From an optimization exercise on the open Yosys and OpenROAD flow, aimed at small area; shortcuts taken in it are not production practice. Only simulation tests tie the RTL to the original design; equivalence was not proved. The flow treats the clock pin as an ideal source. Dropping or thinning the clock tree relies on that and would not hold on a real chip. Power and IR drop assume default switching activity.

==> inputs of job 2329 <==
==> flow/design.v <==
`timescale 1ns / 1ps
module main_fpga (
    input clk,
    input rst,
    input btnCenter,
    input btnTop,
    input btnBottom,
    input btnLeft,
    input btnRight,
    input [15:0] sw,
    output [3:0] ssSel,
    output [7:0] ssDisp,
    output [15:0] led
);
    assign led = 16'b0000100110011001;
    reg [1:0] th;      
    reg [3:0] tu;      
    reg S;             
    reg [10:0] C;      
    reg [1:0] g;       
    localparam [10:0] T_SEED = 11'd10;
    localparam [10:0] T_MASK = 11'h3FB;
    wire P1 = ~(g[1] | g[0]);                    
    wire P2 = tu[3] & tu[1];                     
    wire th3 = th[1] & th[0];
    wire over = th3 & ~tu[3] & ~tu[2] & (tu[1] | tu[0]);    
    wire show = th3 & (tu[3] | tu[2] | tu[1] | tu[0]);      
    wire win = ~S;
    wire btn = btnCenter | btnLeft | btnRight;
    wire [1:0] n = {btnCenter | ~btnLeft, ~btnCenter};
    wire tdone = ~|(C & T_MASK);
    wire press = btn & ~P1 & ~over & (~S | P2);
    wire comp = S & ~over & tdone;
    wire timeout = over & tdone;
    wire [1:0] add = ({2{press}} & n) | ({2{comp}} & g);
    wire s0 = tu[0] ^ add[0];
    wire c0 = tu[0] & add[0];
    wire s1 = tu[1] ^ add[1] ^ c0;
    wire c1 = (tu[1] & add[1]) | (c0 & (tu[1] | add[1]));
    wire s2 = tu[2] ^ c1;
    wire c2 = tu[2] & c1;
    wire s3 = tu[3] ^ c2;
    wire carry = s3 & (s2 | s1);                 
    wire [3:0] nu = carry ? {2'b00, s2, s0} : {s3, s2, s1, s0};
    wire [1:0] nh = {th[1] ^ (th[0] & carry), th[0] ^ carry};
    wire gz = tu[1] | tu[0];                     
    always @(posedge clk) begin
        if (rst) begin
            th <= 0;
            tu <= 0;
            S <= 0;
            g <= 0;
        end else begin
            th <= nh;
            tu <= P1 ? {gz, 1'b0, gz, 1'b0} : nu;
            S <= press | (S & ~comp & ~P2);
            g <= timeout ? 2'b00 : {g[0] | ~g[1], ~(g[1] & g[0])};
        end
        C <= (press | comp) ? T_SEED : {C[9:0], C[10] ^ C[1]};
    end
    reg [6:0] rc;      
    reg [1:0] pos;     
    reg [3:0] code;    
    localparam [6:0] R_SEED = 7'd25;
    wire step = ~|rc[4:0];
    wire [1:0] np = {pos[0], ~pos[1]};
    reg [3:0] dg;
    always @* begin
        case (np)
            2'b00: dg = show ? {3'b101, win} : 4'hF;
            2'b01: dg = show ? {win, win, 2'b00} : 4'hF;
            2'b11: dg = show ? {1'b0, ~win, 1'b0, 1'b1} : {2'b00, th};
            default: dg = show ? {2'b11, win, ~win} : tu;
        endcase
    end
    always @(posedge clk) begin
        if (rst) begin
            rc <= R_SEED;
            pos <= 0;
            code <= 4'hF;
        end else begin
            rc <= step ? R_SEED : {rc[5:0], rc[6] ^ rc[0]};
            if (step) begin
                pos <= np;
                code <= dg;
            end
        end
    end
    assign ssSel = {~pos[1] | pos[0], ~(pos[1] & pos[0]), pos[1] | ~pos[0], pos[1] | pos[0]};
    assign ssDisp[7] = 1'b1;
    assign ssDisp[0] = (code[3] & ~code[2] & code[1]) | (code[2] & ~code[1] & ~code[0]) | (code[3] & code[1] & code[0]) | (~code[3] & ~code[2] & ~code[1] & code[0]);
    assign ssDisp[1] = (code[2] & ~code[1] & code[0]) | (code[3] & ~code[2] & code[1]) | (code[3] & code[2] & code[0]) | (~code[3] & code[2] & code[1] & ~code[0]);
    assign ssDisp[2] = (code[3] & code[2] & code[0]) | (~code[2] & code[1] & ~code[0]);
    assign ssDisp[3] = (code[3] & code[2] & code[1]) | (code[2] & code[1] & code[0]) | (~code[3] & ~code[2] & ~code[1] & code[0]) | (~code[3] & code[2] & ~code[1] & ~code[0]);
    assign ssDisp[4] = (~code[3] & code[0]) | (~code[2] & ~code[1] & code[0]) | (~code[3] & code[2] & ~code[1]) | (code[2] & code[1] & code[0]);
    assign ssDisp[5] = (~code[3] & ~code[2] & code[0]) | (code[2] & code[1] & code[0]) | (~code[3] & ~code[2] & code[1]) | (code[3] & code[2] & ~code[1] & ~code[0]);
    assign ssDisp[6] = (code[3] & code[1]) | (~code[3] & ~code[2] & ~code[1]) | (code[3] & code[2] & ~code[0]) | (code[2] & code[1] & code[0]);
endmodule
==> flow/run.sh <==
#!/bin/bash
# synth_recipe.tcl (not shown) runs the flow's synth.tcl, then flattens the netlist and writes it again
# the make line also repeats each setting of config.mk as NAME=value (left out here)
make -C /OpenROAD-flow-scripts/flow DESIGN_CONFIG=/design/flow/config.mk WORK_HOME=/design/flow/orfs CLKGATE_MAP_FILE= SYNTH_SCRIPT=/design/flow/synth_recipe.tcl finish
==> flow/config.mk <==
export PLATFORM = sky130hd
export DESIGN_NAME = main_fpga
export DESIGN_NICKNAME = main_fpga
export VERILOG_FILES = /design/flow/design.v
export SDC_FILE = /design/flow/constraint.sdc
export NUM_CORES = 4
export LEC_CHECK = 0
export CAP_MARGIN = 20
export CORE_MARGIN = 2
export CORE_UTILIZATION = 40
export SLEW_MARGIN = 20
==> flow/constraint.sdc <==
create_clock -name core_clock -period 10.0 [get_ports {clk}]
set_input_delay 2.0000 -clock core_clock [delete_from_list [all_inputs] [get_ports {clk}]]
set_output_delay 2.0000 -clock core_clock [all_outputs]
set_load 0.01 [all_outputs]
==> job 2426: changes against job 2329 <==
--- a/flow/design.v
+++ b/flow/design.v
@@ -45,15 +45,15 @@
     wire [1:0] nh = {th[1] ^ (th[0] & carry), th[0] ^ carry};
-    wire gz = tu[1] | tu[0];                     
     always @(posedge clk) begin
-        if (rst) begin
-            th <= 0;
-            tu <= 0;
-            S <= 0;
-            g <= 0;
+        if (P1) begin
+            th <= 2'd3;
+            tu <= 4'd10;
         end else begin
             th <= nh;
-            tu <= P1 ? {gz, 1'b0, gz, 1'b0} : nu;
-            S <= press | (S & ~comp & ~P2);
-            g <= timeout ? 2'b00 : {g[0] | ~g[1], ~(g[1] & g[0])};
+            tu <= nu;
         end
+        S <= press | (S & ~comp & ~P2);
+        if (rst)
+            g <= 0;
+        else
+            g <= (timeout & ~P1) ? 2'b00 : {g[0] | ~g[1], ~(g[1] & g[0])};
         C <= (press | comp) ? T_SEED : {C[9:0], C[10] ^ C[1]};
==> flow/flow/run.sh (new file) <==
#!/bin/bash
# Layout flow: the standard ORFS flow (standard.sh) with
#  - port buffers of the smallest buffer cell;
#  - one clock-tree cluster for the few registers, no dummy loads.
set -euo pipefail
W=$(pwd)
F=$W/flow

# synthesis script: ORFS synth.tcl with its abc call using flow/area.abc
sed -e "s#log_cmd abc {\*}\$abc_args#log_cmd abc -script $F/area.abc {*}\$lib_args {*}\$lib_dont_use_args#" \
  "$FLOW_HOME/scripts/synth.tcl" > "$W/synth_area.tcl"
grep -q "area.abc" "$W/synth_area.tcl"
sed -e "s#\$::env(SCRIPTS_DIR)/synth.tcl#$W/synth_area.tcl#" synth_recipe.tcl > "$W/synth_recipe_area.tcl"
grep -q "synth_area.tcl" "$W/synth_recipe_area.tcl"

ARGS=(
  SYNTH_SCRIPT="$W/synth_recipe_area.tcl"
  ADDER_MAP_FILE=
  BUFFER_PORTS_ARGS="-buffer_cell sky130_fd_sc_hd__buf_1"
  CTS_ARGS="-sink_clustering_enable -repair_clock_nets -sink_clustering_size 50 -sink_clustering_max_diameter 300 -dont_use_dummy_load -buf_list {sky130_fd_sc_hd__clkbuf_4 sky130_fd_sc_hd__clkbuf_8}"
)
bash standard.sh "${ARGS[@]}" finish > "$W/standard_finish.log" 2>&1
==> flow/flow/area.abc (new file) <==
strash
dch -f
amap
topo
==> flow/standard.sh (new file) <==
#!/bin/bash
# synth_recipe.tcl (not shown) runs the flow's synth.tcl, then flattens the netlist and writes it again
# the make line also repeats each setting of config.mk as NAME=value (left out here)
make -C /OpenROAD-flow-scripts/flow DESIGN_CONFIG=/design/flow/config.mk WORK_HOME=/design/flow/orfs CLKGATE_MAP_FILE= SYNTH_SCRIPT=/design/flow/synth_recipe.tcl "${@:-finish}"
removed: flow/run.sh
==> job 4775: changes against job 2329 <==
--- a/flow/design.v
+++ b/flow/design.v
@@ -45,15 +45,15 @@
     wire [1:0] nh = {th[1] ^ (th[0] & carry), th[0] ^ carry};
-    wire gz = tu[1] | tu[0];                     
     always @(posedge clk) begin
-        if (rst) begin
-            th <= 0;
-            tu <= 0;
-            S <= 0;
-            g <= 0;
+        if (P1) begin
+            th <= 2'd3;
+            tu <= 4'd10;
         end else begin
             th <= nh;
-            tu <= P1 ? {gz, 1'b0, gz, 1'b0} : nu;
-            S <= press | (S & ~comp & ~P2);
-            g <= timeout ? 2'b00 : {g[0] | ~g[1], ~(g[1] & g[0])};
+            tu <= nu;
         end
+        S <= press | (S & ~comp & ~P2);
+        if (rst)
+            g <= 0;
+        else
+            g <= (timeout & ~P1) ? 2'b00 : {g[0] | ~g[1], ~(g[1] & g[0])};
         C <= (press | comp) ? T_SEED : {C[9:0], C[10] ^ C[1]};
==> flow/flow/run.sh (new file) <==
#!/bin/bash
# Layout flow: the standard ORFS flow (standard.sh) with
#  - synthesis as standard, but ABC maps for area (flow/area.abc) and no
#    adder extraction;
#  - one tie cell for all constant outputs (flow/ties.tcl);
#  - port buffers of the smallest buffer cell;
#  - one clock buffer for the few registers in place of the H-tree
#    (flow/cts_single.tcl).
# Each tool's output goes to the ORFS logs under orfs/logs and to *.log here.
set -euo pipefail
W=$(pwd)
F=$W/flow

# synthesis script: ORFS synth.tcl with its abc call using flow/area.abc
sed -e "s#log_cmd abc {\*}\$abc_args#log_cmd abc -script $F/area.abc {*}\$lib_args {*}\$lib_dont_use_args#" \
  "$FLOW_HOME/scripts/synth.tcl" > "$W/synth_area.tcl"
grep -q "area.abc" "$W/synth_area.tcl"
sed -e "s#\$::env(SCRIPTS_DIR)/synth.tcl#$W/synth_area.tcl#" synth_recipe.tcl > "$W/synth_recipe_area.tcl"
grep -q "synth_area.tcl" "$W/synth_recipe_area.tcl"

ARGS=(
  SYNTH_SCRIPT="$W/synth_recipe_area.tcl"
  ADDER_MAP_FILE=
  POST_FLOORPLAN_TCL="$F/ties.tcl"
  BUFFER_PORTS_ARGS="-buffer_cell sky130_fd_sc_hd__buf_1"
  PRE_CTS_TCL="$F/cts_single.tcl"
)
bash standard.sh "${ARGS[@]}" finish > "$W/standard_finish.log" 2>&1
==> flow/flow/area.abc (new file) <==
strash
dch -f
amap
topo
==> flow/flow/cts_single.tcl (new file) <==
# Clock tree for a design with few registers: one clock buffer drives every
# register clock pin; the clock port drives only that buffer. Replaces
# clock_tree_synthesis in ORFS's cts.tcl (sourced there as PRE_CTS_TCL).
proc clock_tree_synthesis { args } {
  set block [ord::get_db_block]
  set db [ord::get_db]
  set clk_net [$block findNet clk]
  set master [$db findMaster sky130_fd_sc_hd__clkbuf_16]
  set buf [odb::dbInst_create $block $master clkbuf_0_clk]
  set leaf [odb::dbNet_create $block clknet_0_clk]
  $leaf setSigType CLOCK
  $clk_net setSigType CLOCK
  set sx 0; set sy 0; set n 0
  foreach it [$clk_net getITerms] {
    set inst [$it getInst]
    set box [$inst getBBox]
    set sx [expr {$sx + ([$box xMin] + [$box xMax]) / 2}]
    set sy [expr {$sy + ([$box yMin] + [$box yMax]) / 2}]
    incr n
    $it disconnect
    $it connect $leaf
  }
  [$buf findITerm A] connect $clk_net
  [$buf findITerm X] connect $leaf
  $buf setLocation [expr {$sx / $n}] [expr {$sy / $n}]
  $buf setPlacementStatus PLACED
  puts "cts_single: clkbuf_0_clk drives $n clock pins"
}
==> flow/flow/ties.tcl (new file) <==
# One tie cell for all constant outputs: the first conb_1 drives every net
# that any tie cell drove, through its HI or LO pin. Sourced as POST_FLOORPLAN_TCL.
proc merge_ties {} {
  set block [ord::get_db_block]
  set keep ""
  set n 0
  foreach inst [$block getInsts] {
    if { [[$inst getMaster] getName] ne "sky130_fd_sc_hd__conb_1" } { continue }
    incr n
    if { $keep eq "" } { set keep $inst; continue }
    foreach pin {HI LO} {
      set net [[$inst findITerm $pin] getNet]
      if { $net eq "NULL" || $net eq "" } { continue }
      [$inst findITerm $pin] disconnect
      set knet [[$keep findITerm $pin] getNet]
      if { $knet eq "NULL" || $knet eq "" } {
        [$keep findITerm $pin] connect $net
      } else {
        foreach it [$net getITerms] { $it disconnect; $it connect $knet }
        foreach bt [$net getBTerms] { $bt disconnect; $bt connect $knet }
        odb::dbNet_destroy $net
      }
    }
    odb::dbInst_destroy $inst
  }
  puts "merge_ties: $n tie cells merged into one"
}
merge_ties
==> flow/standard.sh (new file) <==
#!/bin/bash
# synth_recipe.tcl (not shown) runs the flow's synth.tcl, then flattens the netlist and writes it again
# the make line also repeats each setting of config.mk as NAME=value (left out here)
make -C /OpenROAD-flow-scripts/flow DESIGN_CONFIG=/design/flow/config.mk WORK_HOME=/design/flow/orfs CLKGATE_MAP_FILE= SYNTH_SCRIPT=/design/flow/synth_recipe.tcl "${@:-finish}"
removed: flow/run.sh
==> qor summary <==
                                                                                                         job 4775       job 2426       job 2329
Finished Core Util                                                                                          0.419          0.447          0.461
Top cell type's share of synthesized area                                                                   0.434          0.434          0.402
Multiplexer area fraction after synthesis                                                                       0              0         0.0130
Clock sink count                                                                                                -             33             33
Met1 global-route usage                                                                                     0.154          0.179          0.183
Capturing element of the worst setup path                                                                   th[0]          th[0]          tu[3]
Fraction of standard cell area that is sequential                                                           0.431          0.404          0.361
Global Route met2 Usage                                                                                     0.199          0.205          0.239
Final cell area excluding filler cells                                                              0.00153 sq mm  0.00164 sq mm  0.00183 sq mm
Non-clock buffer share of cell area                                                                             -         0.0344         0.0821
Buffer count excluding the clock tree in the final layout                                                       -             15             15
Clock Root Buffer                                                                                               -       clkbuf_8       clkbuf_8
Initial standard-cell utilization of the core                                                               0.416          0.416          0.413
Arithmetic-cell share of the synthesized area counting full adders, half adders and majority gates              0              0         0.0351
Fraction of met3 tracks used by global routing                                                             0.0120         0.0582         0.0493
Power share of the clock group                                                                              0.140          0.214          0.327
Number of global-route vias before repair                                                                     988           1092           1124
Overall die height                                                                                        65.7 um        65.7 um        68.1 um
Wire length on met1                                                                                       1220 um        1380 um        1330 um
Outcome                                                                          no timing/DRC/antenna violations  no timing/DRC/antenna violations  no timing/DRC/antenna violations
Post-detailed-placement half-perimeter wirelength                                                         1860 um        2000 um        2220 um
Maximum root-to-sink buffer count                                                                               -              2              2
The clock cells of job 4775 come from the design's own scripts or RTL, not from TritonCTS.

## static timing again, ports no longer ideal
No port has a modelled driver above. Below, the same layouts with a new extraction and two added sets of constraints. Step 1 (the two cells are an assumption about what drives the block):
set clk [get_ports {clk}]
set_driving_cell -lib_cell sky130_fd_sc_hd__clkbuf_16 $clk
set_driving_cell -lib_cell sky130_fd_sc_hd__buf_2 [delete_from_list [all_inputs] $clk]
Step 2 adds t to the input delays and takes it off the output delays; t is the mean of the earliest and latest rising clock arrival at the registers after step 1. Input paths then give back, and output paths get back, about the clock's delay inside the block. a / b / c = no drivers / after step 1 / after step 2; a / b = the first two.
| run | t (ns) | setup slack, ns | worst setup path after step 2 |
|---|---|---|---|
| job 2329 | 0.305 | 5.536 / 5.540 / 5.234 | input to register |
| job 2426 | 0.294 | 6.190 / 6.187 / 5.893 | input to register |
| job 4775 | 0.203 | 6.146 / 6.154 / 5.951 | input to register |
After both steps every run listed still meets setup and hold. The setup slack of job 2329, which loses most, moves by +0.004 ns with the drivers and by -0.302 ns with both steps.
